Source: an optimization exercise on an open RTL-to-GDS flow (aim: small area and a short achievable clock period). Production flows keep margins and buffers that such runs may drop.
Only simulation tests tie the RTL to the original design; equivalence was not proved.
Power is estimated from default activity; no workload was simulated.

## exp/juniper
==> flow/design.v <==
module sync_vg (
 input wire clk,
 input wire reset,
 input wire interlaced,
 input wire [11:0] v_total_0,
 input wire [11:0] v_fp_0,
 input wire [11:0] v_bp_0,
 input wire [11:0] v_sync_0,
 input wire [11:0] v_total_1,
 input wire [11:0] v_fp_1,
 input wire [11:0] v_bp_1,
 input wire [11:0] v_sync_1,
 input wire [11:0] h_total,
 input wire [11:0] h_fp,
 input wire [11:0] h_bp,
 input wire [11:0] h_sync,
 input wire [11:0] hv_offset_0,
 input wire [11:0] hv_offset_1,
 output reg vs_out,
 output reg hs_out,
 output reg de_out,
 output reg [12:0] v_count_out,
 output reg [11:0] h_count_out,
 output reg [11:0] x_out,
 output reg [12:0] y_out,
 output reg field_out
);
function [12:0] inc12;
 input [11:0] x;
 integer i;
 begin
  inc12[0] = ~x[0];
  for (i = 1; i < 12; i = i + 1)
   inc12[i] = x[i] ^ (&(x | ~((12'd1 << i) - 12'd1)));
  inc12[12] = &x;
 end
endfunction
function [12:0] inc13;
 input [12:0] x;
 integer i;
 begin
  inc13[0] = ~x[0];
  for (i = 1; i < 13; i = i + 1)
   inc13[i] = x[i] ^ (&(x | ~((13'd1 << i) - 13'd1)));
 end
endfunction
function inc_eq;
 input [11:0] x, y;
 reg [12:0] a, b;
 begin
  a = {1'b0, y};
  b = {1'b1, ~x};
  inc_eq = ((a ^ b) == {(a[11:0] | b[11:0]), 1'b0});
 end
endfunction
function sum_eq;
 input [11:0] a, b, c;
 reg [12:0] s, cy;
 begin
  s  = {1'b0, a} ^ {1'b0, b} ^ {1'b1, ~c};
  cy = ({1'b0, a} & {1'b0, b}) | ({1'b0, a} & {1'b1, ~c}) | ({1'b0, b} & {1'b1, ~c});
  sum_eq = &(s ^ {cy[11:0], 1'b0});
 end
endfunction
reg [11:0] h;
reg [11:0] v;
reg field;
reg lo_r, hi_r, vlo_r, vhi_r, le_d;
reg h0, v0;       
reg fp1;          
reg il;
reg [11:0] hk_r, vk0_r, vk1_r;
wire [11:0] vt  = field ? v_total_1 : v_total_0;
wire [11:0] vfp = fp1 ? v_fp_1 : v_fp_0;
wire [11:0] vsy = field ? v_sync_1 : v_sync_0;
wire [11:0] hvo = field ? hv_offset_1 : hv_offset_0;
wire [11:0] vk = field ? vk1_r : vk0_r;              
wire [12:0] hp1 = inc12(h);
wire line_end = inc_eq(h, h_total);
wire lo = h0 ? ~|hk_r : (lo_r | (&x_out));           
wire [12:0] x_nx = inc12(h0 ? ~hk_r : x_out);
wire [11:0] x_next = x_nx[11:0];
wire hi = h0 | (hi_r & ~sum_eq(h, h_fp, h_total));    
wire [12:0] vp1 = inc12(v);
wire frame_end = inc_eq(v, vt);
wire [12:0] y_base = v0 ? (il ? {~vk, field} : {1'b0, ~vk}) : y_out;
wire [12:0] y_cy;
assign y_cy[0] = ~il;
assign y_cy[1] = il | y_base[0];
genvar gi;
generate for (gi = 2; gi <= 12; gi = gi + 1) begin : ycarry
 assign y_cy[gi] = y_cy[1] & (&y_base[gi-1:1]);
end endgenerate
wire [12:0] y_next = y_base ^ {y_cy[12] & il, y_cy[11:0]};
wire y_ones = (&y_out[11:1]) & (il ? y_out[12] : y_out[0]);
wire vlo = v0 ? ~|vk : (vlo_r | (le_d & y_ones));    
wire vhi = v0 | (vhi_r & ~(le_d & sum_eq(v, vfp, vt)));   
wire v_en = v0 | le_d;
wire at_hvo = (h == hvo);
always @(posedge clk) begin
 il <= interlaced;
 hk_r <= h_sync + h_bp;
 vk0_r <= v_sync_0 + v_bp_0;
 vk1_r <= v_sync_1 + v_bp_1;
 lo_r <= lo;
 hi_r <= hi;
 vlo_r <= vlo;
 vhi_r <= vhi;
 if (reset) begin
  h <= 12'd0;
  v <= 12'd0;
  h0 <= 1'b1;
  v0 <= 1'b1;
  fp1 <= interlaced;
  field <= 1'b0;
  le_d <= 1'b0;
  vs_out <= 1'b0;
  hs_out <= 1'b0;
  de_out <= 1'b0;
  field_out <= 1'b0;
 end else begin
  h <= line_end ? 12'd0 : hp1[11:0];
  h0 <= line_end | hp1[12];
  if (line_end) begin
   v <= frame_end ? 12'd0 : vp1[11:0];
   v0 <= frame_end | vp1[12];
  end
  if (il & line_end & frame_end) begin
   field <= ~field;
   fp1 <= field;
  end
  le_d <= line_end;
  hs_out <= (h < h_sync);
  de_out <= lo & hi & vlo & vhi;
  if (v0 & at_hvo)
   vs_out <= 1'b1;
  else if ((v == vsy) & at_hvo)
   vs_out <= 1'b0;
  h_count_out <= h;
  x_out <= x_next;
  if (v_en) begin
   v_count_out <= v0 ? (field ? {1'b0, v_total_0} : 13'd0) : inc13(v_count_out);
   y_out <= y_next;
  end
  field_out <= field;
 end
end
endmodule
module pattern_vg (
 input wire reset,
 input wire clk_in,
 input wire [11:0] x,
 input wire [11:0] y,
 input wire vn_in, hn_in, dn_in,
 input wire [7:0] r_in, g_in, b_in,
 output reg vn_out, hn_out, den_out,
 output reg [7:0] r_out, g_out, b_out,
 input wire [11:0] total_active_pix,
 input wire [11:0] total_active_lines,
 input wire [7:0] pattern,
 input wire [19:0] ramp_step
);
reg [11:0] ramp_lo;
reg [7:0] ramp_hi;
reg ramp_c;
wire [12:0] lo_sum = {1'b0, ramp_lo} + {1'b0, ramp_step[11:0]};
wire [7:0] hi_sum = ramp_hi + ramp_step[19:12] + {7'd0, ramp_c};
reg [7:0] ramp_q;                                    
integer qi;
always @* begin
 for (qi = 0; qi < 8; qi = qi + 1)
  ramp_q[qi] = ramp_hi[qi] ^ (ramp_c & (&(ramp_hi | ~((8'd1 << qi) - 8'd1))));
end
wire [12:0] xl_a = {1'b0, total_active_pix};
wire [12:0] xl_b = {1'b1, ~x};
wire x_last = ((xl_a ^ xl_b) == {(xl_a[11:0] | xl_b[11:0]), 1'b0});
wire [12:0] yl_a = {1'b0, total_active_lines};
wire [12:0] yl_b = {1'b1, ~y};
wire y_last = ((yl_a ^ yl_b) == {(yl_a[11:0] | yl_b[11:0]), 1'b0});
wire x_first = (x == 12'd0);
wire border = dn_in & ((y == 12'd0) | x_first | x_last | y_last);
wire sel_in = (pattern == 8'd0) | ((pattern == 8'd1) & ~border);
wire sel_ff = ((pattern == 8'd1) & border) | ((pattern == 8'd2) & dn_in & x[0]) |
              ((pattern == 8'd3) & dn_in & y[0]);
wire sel_ramp = (pattern == 8'd4);
wire upd = (pattern[7:3] == 5'd0) & (~pattern[2] | (pattern[1:0] == 2'd0));
always @(posedge clk_in) begin
 vn_out <= vn_in;
 hn_out <= hn_in;
 den_out <= dn_in;
 if (reset) begin
  ramp_lo <= 12'd0;
  ramp_hi <= 8'd0;
  ramp_c <= 1'b0;
 end else if (sel_ramp & dn_in) begin
  if (x_last) begin
   ramp_lo <= 12'd0;
   ramp_hi <= 8'd0;
   ramp_c <= 1'b0;
  end else if (x_first) begin
   ramp_lo <= ramp_step[11:0];
   ramp_hi <= ramp_step[19:12];
   ramp_c <= 1'b0;
  end else begin
   ramp_lo <= lo_sum[11:0];
   ramp_hi <= hi_sum;
   ramp_c <= lo_sum[12];
  end
 end
 if (~reset & upd) begin
  r_out <= sel_in ? r_in : sel_ramp ? ramp_q : {8{sel_ff}};
  g_out <= sel_in ? g_in : sel_ramp ? ramp_q : {8{sel_ff}};
  b_out <= sel_in ? b_in : sel_ramp ? ramp_q : {8{sel_ff}};
 end
end
endmodule
module video_gen (
  input  wire        clk,
  input  wire        reset,
  input  wire        interlaced,
  input  wire [11:0] v_total_0,
  input  wire [11:0] v_fp_0,
  input  wire [11:0] v_bp_0,
  input  wire [11:0] v_sync_0,
  input  wire [11:0] v_total_1,
  input  wire [11:0] v_fp_1,
  input  wire [11:0] v_bp_1,
  input  wire [11:0] v_sync_1,
  input  wire [11:0] h_total,
  input  wire [11:0] h_fp,
  input  wire [11:0] h_bp,
  input  wire [11:0] h_sync,
  input  wire [11:0] hv_offset_0,
  input  wire [11:0] hv_offset_1,
  input  wire [11:0] total_active_pix,
  input  wire [11:0] total_active_lines,
  input  wire [7:0]  pattern,
  input  wire [19:0] ramp_step,
  input  wire [7:0]  r_in,
  input  wire [7:0]  g_in,
  input  wire [7:0]  b_in,
  output wire [12:0] v_count_out,
  output wire [11:0] h_count_out,
  output wire [11:0] x_out,
  output wire [12:0] y_out,
  output wire        field_out,
  output wire        vs_out,
  output wire        hs_out,
  output wire        de_out,
  output wire [7:0]  r_out,
  output wire [7:0]  g_out,
  output wire [7:0]  b_out
);
wire vs_t, hs_t, de_t;
sync_vg i_sync_vg (
  .clk(clk),
  .reset(reset),
  .interlaced(interlaced),
  .v_total_0(v_total_0),
  .v_fp_0(v_fp_0),
  .v_bp_0(v_bp_0),
  .v_sync_0(v_sync_0),
  .v_total_1(v_total_1),
  .v_fp_1(v_fp_1),
  .v_bp_1(v_bp_1),
  .v_sync_1(v_sync_1),
  .h_total(h_total),
  .h_fp(h_fp),
  .h_bp(h_bp),
  .h_sync(h_sync),
  .hv_offset_0(hv_offset_0),
  .hv_offset_1(hv_offset_1),
  .vs_out(vs_t),
  .hs_out(hs_t),
  .de_out(de_t),
  .v_count_out(v_count_out),
  .h_count_out(h_count_out),
  .x_out(x_out),
  .y_out(y_out),
  .field_out(field_out)
);
pattern_vg i_pattern_vg (
  .reset(reset),
  .clk_in(clk),
  .x(x_out),
  .y(y_out[11:0]),
  .vn_in(vs_t),
  .hn_in(hs_t),
  .dn_in(de_t),
  .r_in(r_in),
  .g_in(g_in),
  .b_in(b_in),
  .vn_out(vs_out),
  .hn_out(hs_out),
  .den_out(de_out),
  .r_out(r_out),
  .g_out(g_out),
  .b_out(b_out),
  .total_active_pix(total_active_pix),
  .total_active_lines(total_active_lines),
  .pattern(pattern),
  .ramp_step(ramp_step)
);
endmodule
clock: 5.0 ns
lec_check: 0
cap_margin: 20
core_area: 2.3 2.72 157.78 157.76
cts_buf_list: sky130_fd_sc_hd__clkbuf_4 sky130_fd_sc_hd__clkbuf_8
die_area: 0 0 160 160
setup_slack_margin: 3.0
slew_margin: 20
standard.sh (not shown) runs the stock make flow with config.mk's settings and CLKGATE_MAP_FILE= SYNTH_SCRIPT=/design/flow/synth_recipe.tcl, a recipe that flattens the netlist after the stock synthesis.
==> flow/flow/run.sh <==
#!/bin/bash
set -euo pipefail
export BUFFER_PORTS_ARGS="-buffer_cell sky130_fd_sc_hd__buf_1"
bash standard.sh > standard_flow.log 2>&1
## Diff of input files: exp/violet against exp/juniper
- swapping 2.3 2.72 157.78 157.76 for 2.3 2.72 207.7 207.12 in CORE_AREA
- swapping 0 0 160 160 for 0 0 210 210 in DIE_AREA
- clearing CTS_BUF_LIST, which used to be sky130_fd_sc_hd__clkbuf_4 sky130_fd_sc_hd__clkbuf_8
- swapping 3.0 for 2.5 in SETUP_SLACK_MARGIN
Delta (exp/violet minus exp/juniper): flip-flop and latch count did not really move, switching power share of the total went up, slew of the pin with the lowest slew margin went up.
Looking at capturing instance or port of the critical path, the i_sync_vg.y_out[12] result is from exp/violet; the i_pattern_vg.ramp_lo[10] one comes from exp/juniper.
#### Input delta (exp/delta over exp/violet)
- SETUP_SLACK_MARGIN changed from 2.5 to 2.0
### Flow results
- Highest cell delay on the worst timing path: exp/delta lower than exp/violet
- STATUS design area: exp/delta wins against exp/violet
- exp/delta has maximum clock frequency below what exp/violet had.
- Taking exp/violet as the reference, in exp/delta hold slack went down; worst setup skew after layout now sits higher.
- Routed wire length went down by a few percent going from exp/violet to exp/delta.
Here is what was changed in the inputs of exp/yarrow compared with exp/delta.
- CTS_BUF_LIST newly set to sky130_fd_sc_hd__clkbuf_4 sky130_fd_sc_hd__clkbuf_8
- DIE_AREA changed from 0 0 210 210 to 0 0 160 160
- CORE_AREA changed from 2.3 2.72 207.7 207.12 to 2.3 2.72 157.78 157.76
- SETUP_SLACK_MARGIN changed from 2.0 to 2.7
==> notes.md <==
Compared with exp/delta, final instance count without filler cells in exp/yarrow decreased by a few percent. Setup slack on exp/yarrow is up relative to exp/delta. Between exp/delta and exp/yarrow, the difference in clock-pin slew on the worst setup and hold paths is negligible. Number of nets in the layout ends up lower on exp/delta. exp/yarrow has completed all stages; timing, DRC and antenna checks passed.


// video_gen: RTL as listed in full above, without the edits since
export LEC_CHECK = 0
export CAP_MARGIN = 20
export CORE_AREA = 2.3 2.72 157.78 157.76
export CTS_BUF_LIST = sky130_fd_sc_hd__clkbuf_4 sky130_fd_sc_hd__clkbuf_8
export DIE_AREA = 0 0 160 160
export SETUP_SLACK_MARGIN = 2.8
export SLEW_MARGIN = 20
export TNS_END_PERCENT = 0
create_clock -name core_clock -period 5.0 [get_ports {clk}]
Scripts as last shown in full above: flow/flow/run.sh
The baseline finished clean.
Change:
Settings changed: SETUP_SLACK_MARGIN 2.8 to 2.2, TNS_END_PERCENT 0 to default.
After rerunning:
- non-clock buffer count went down by 10
- cell area went down by about 1.2%
- power is about the same
- worst setup slack gets worse by 0.13 ns
- area after synthesis is unchanged
- sequential power barely changes
- global-route usage went down by 0.62 points
- via count went down by about 0.9%
- routed wire length went down by about 1.7%
- count of clock-buffer cells in the layout went up by 1


Setup of red:
Starts from the design.v that is shown in full above.
export LEC_CHECK = 0
export CAP_MARGIN = 20
export CORE_AREA = 2.3 2.72 157.78 157.76
export DIE_AREA = 0 0 160 160
export SETUP_SLACK_MARGIN = 2.5
export SLEW_MARGIN = 20
create_clock -name core_clock -period 5.0 [get_ports {clk}]
Scripts as last shown in full above: flow/flow/run.sh
diff inputs: red => blue
Settings: an added CTS_BUF_LIST of sky130_fd_sc_hd__clkbuf_4 sky130_fd_sc_hd__clkbuf_8.
--- outcome ---
- Result: PASS for each of red and blue
- Wire length of the first global-routing pass delta (blue -> red): insignificant
- Taking red as the reference point, the hold slack of blue rises by 0.0047 ns.
- Looking at red and blue, the residual antenna-violating net count after detailed routing is a wash.
- blue vs red — power share of the combinational group rose 1.8 points.
- Compared to red, the router laid down less metal wire for blue.
- Compared blue against red; multi-input combinational cell count within noise.
Modified inputs, green compared to blue
Settings: setting TNS_END_PERCENT to 0 for the first time.
### Flow results
Min clock network area share across blue and green: blue. Final cell count in green is 18 below blue. green — routed wire length about 3.7% lower, blue as reference. Combinational power share: lower on green. Comparing blue against green, there is no change at all in count of pins on the block boundary. Compared to blue, green shows a narrower setup margin. green: remaining max-slew budget at the tightest pin lower than blue. Buffer count excluding the clock tree in the final layout (green vs. blue) decreases by a few percent.


job 104:
video_gen, a different RTL version from the one above (not shown whole).
Size: roughly 1,400 cells after synthesis, roughly 170 flip-flops, ~330 I/O pins, ~13,000 sq um of cells after synthesis.
==> flow/config.mk <==
export PLATFORM = sky130hd
export DESIGN_NAME = video_gen
export DESIGN_NICKNAME = video_gen
export VERILOG_FILES = /design/flow/design.v
export SDC_FILE = /design/flow/constraint.sdc
export NUM_CORES = 4
export LEC_CHECK = 0
export CAP_MARGIN = 20
export CORE_AREA = 2.3 2.72 137.54 136.0
export CTS_BUF_LIST = sky130_fd_sc_hd__clkbuf_4 sky130_fd_sc_hd__clkbuf_8
export DIE_AREA = 0 0 140 140
export GPL_TIMING_DRIVEN = 0
export SETUP_SLACK_MARGIN = 2.8
export SLEW_MARGIN = 20
export TNS_END_PERCENT = 0
==> flow/constraint.sdc <==
create_clock -name core_clock -period 5.0 [get_ports {clk}]
set_input_delay 1.0000 -clock core_clock [delete_from_list [all_inputs] [get_ports {clk}]]
set_output_delay 1.0000 -clock core_clock [all_outputs]
set_load 0.01 [all_outputs]
Scripts as last shown in full above: flow/flow/run.sh
Job 104 finished end to end and its layout was clean on timing, DRC and antenna.
### job 104 -> job 103
Settings: DIE_AREA changed from 0 0 140 140 to 0 0 160 160; CORE_AREA changed from 2.3 2.72 137.54 136.0 to 2.3 2.72 157.78 157.76; GPL_TIMING_DRIVEN removed (was 0).
==> notes.md <==
Timing, DRC, antenna: 0 failures across job 103 and job 104. Between job 103 and job 104, it is job 103 whose highest attainable clock frequency is higher, by 0.019 GHz. The area after synthesis on job 103 is in line with that on job 104. Between job 103 and job 104, register-to-register setup slack is higher for job 103, job 104 comes in under that. Re setup slack at placement: job 103 is 0.022 ns up on job 104. Number of nets produced by synthesis: job 104 vs job 103 identical. Measured against each other, job 103 and job 104 differ in cell depth of the worst flop-to-flop path, the lower figure coming from job 103. Summary — layout-stage area growth over the synthesis result, job 103 relative to job 104: lower, by 2.0 points. Compare job 103 and job 104 | DRC violation total after the first TritonRoute iteration lower: job 103. Job 104 has a higher detail-routed net length per standard cell than job 103.

==> port drivers added, routing unchanged <==
Ports are ideal in the flow. The routed layouts listed here were re-timed in OpenROAD.
Step 1, drivers: a clkbuf_16 drives clk and a buf_2 each remaining input, both assumed.
Step 2 also shifts input and output timing later by t, the mid clock arrival at the registers, as if the neighbouring blocks saw the same clock.
Three values: ideal ports, drivers, drivers and shift; two values: the first two.
run	t, ns	slack for setup (ns)	pins driven straight from the clock port
exp/juniper	0.516	2.383 / 2.366 / 1.850	1
exp/violet	0.500	2.329 / 2.329 / 1.935	1
exp/delta	0.493	2.081 / 2.101 / 1.608	1
exp/yarrow	0.508	2.282 / 2.282 / 1.948	1
the first run of note 2	0.495	2.344 / 2.351 / 1.869	1
the second run of note 2	0.498	2.211 / 2.211 / 1.765	1
red	0.473	2.397 / 2.397 / 1.940	1
blue	0.504	2.429 / 2.436 / 1.950	1
green	0.495	2.344 / 2.351 / 1.869	1
job 104	0.522	2.342 / 2.342 / 1.936	1
job 103	0.503	2.467 / 2.462 / 1.959	1
After both steps every run listed still meets setup and hold. For exp/juniper, which loses most, drivers alone change the setup slack by -0.017 ns; drivers and shift together by -0.533 ns.
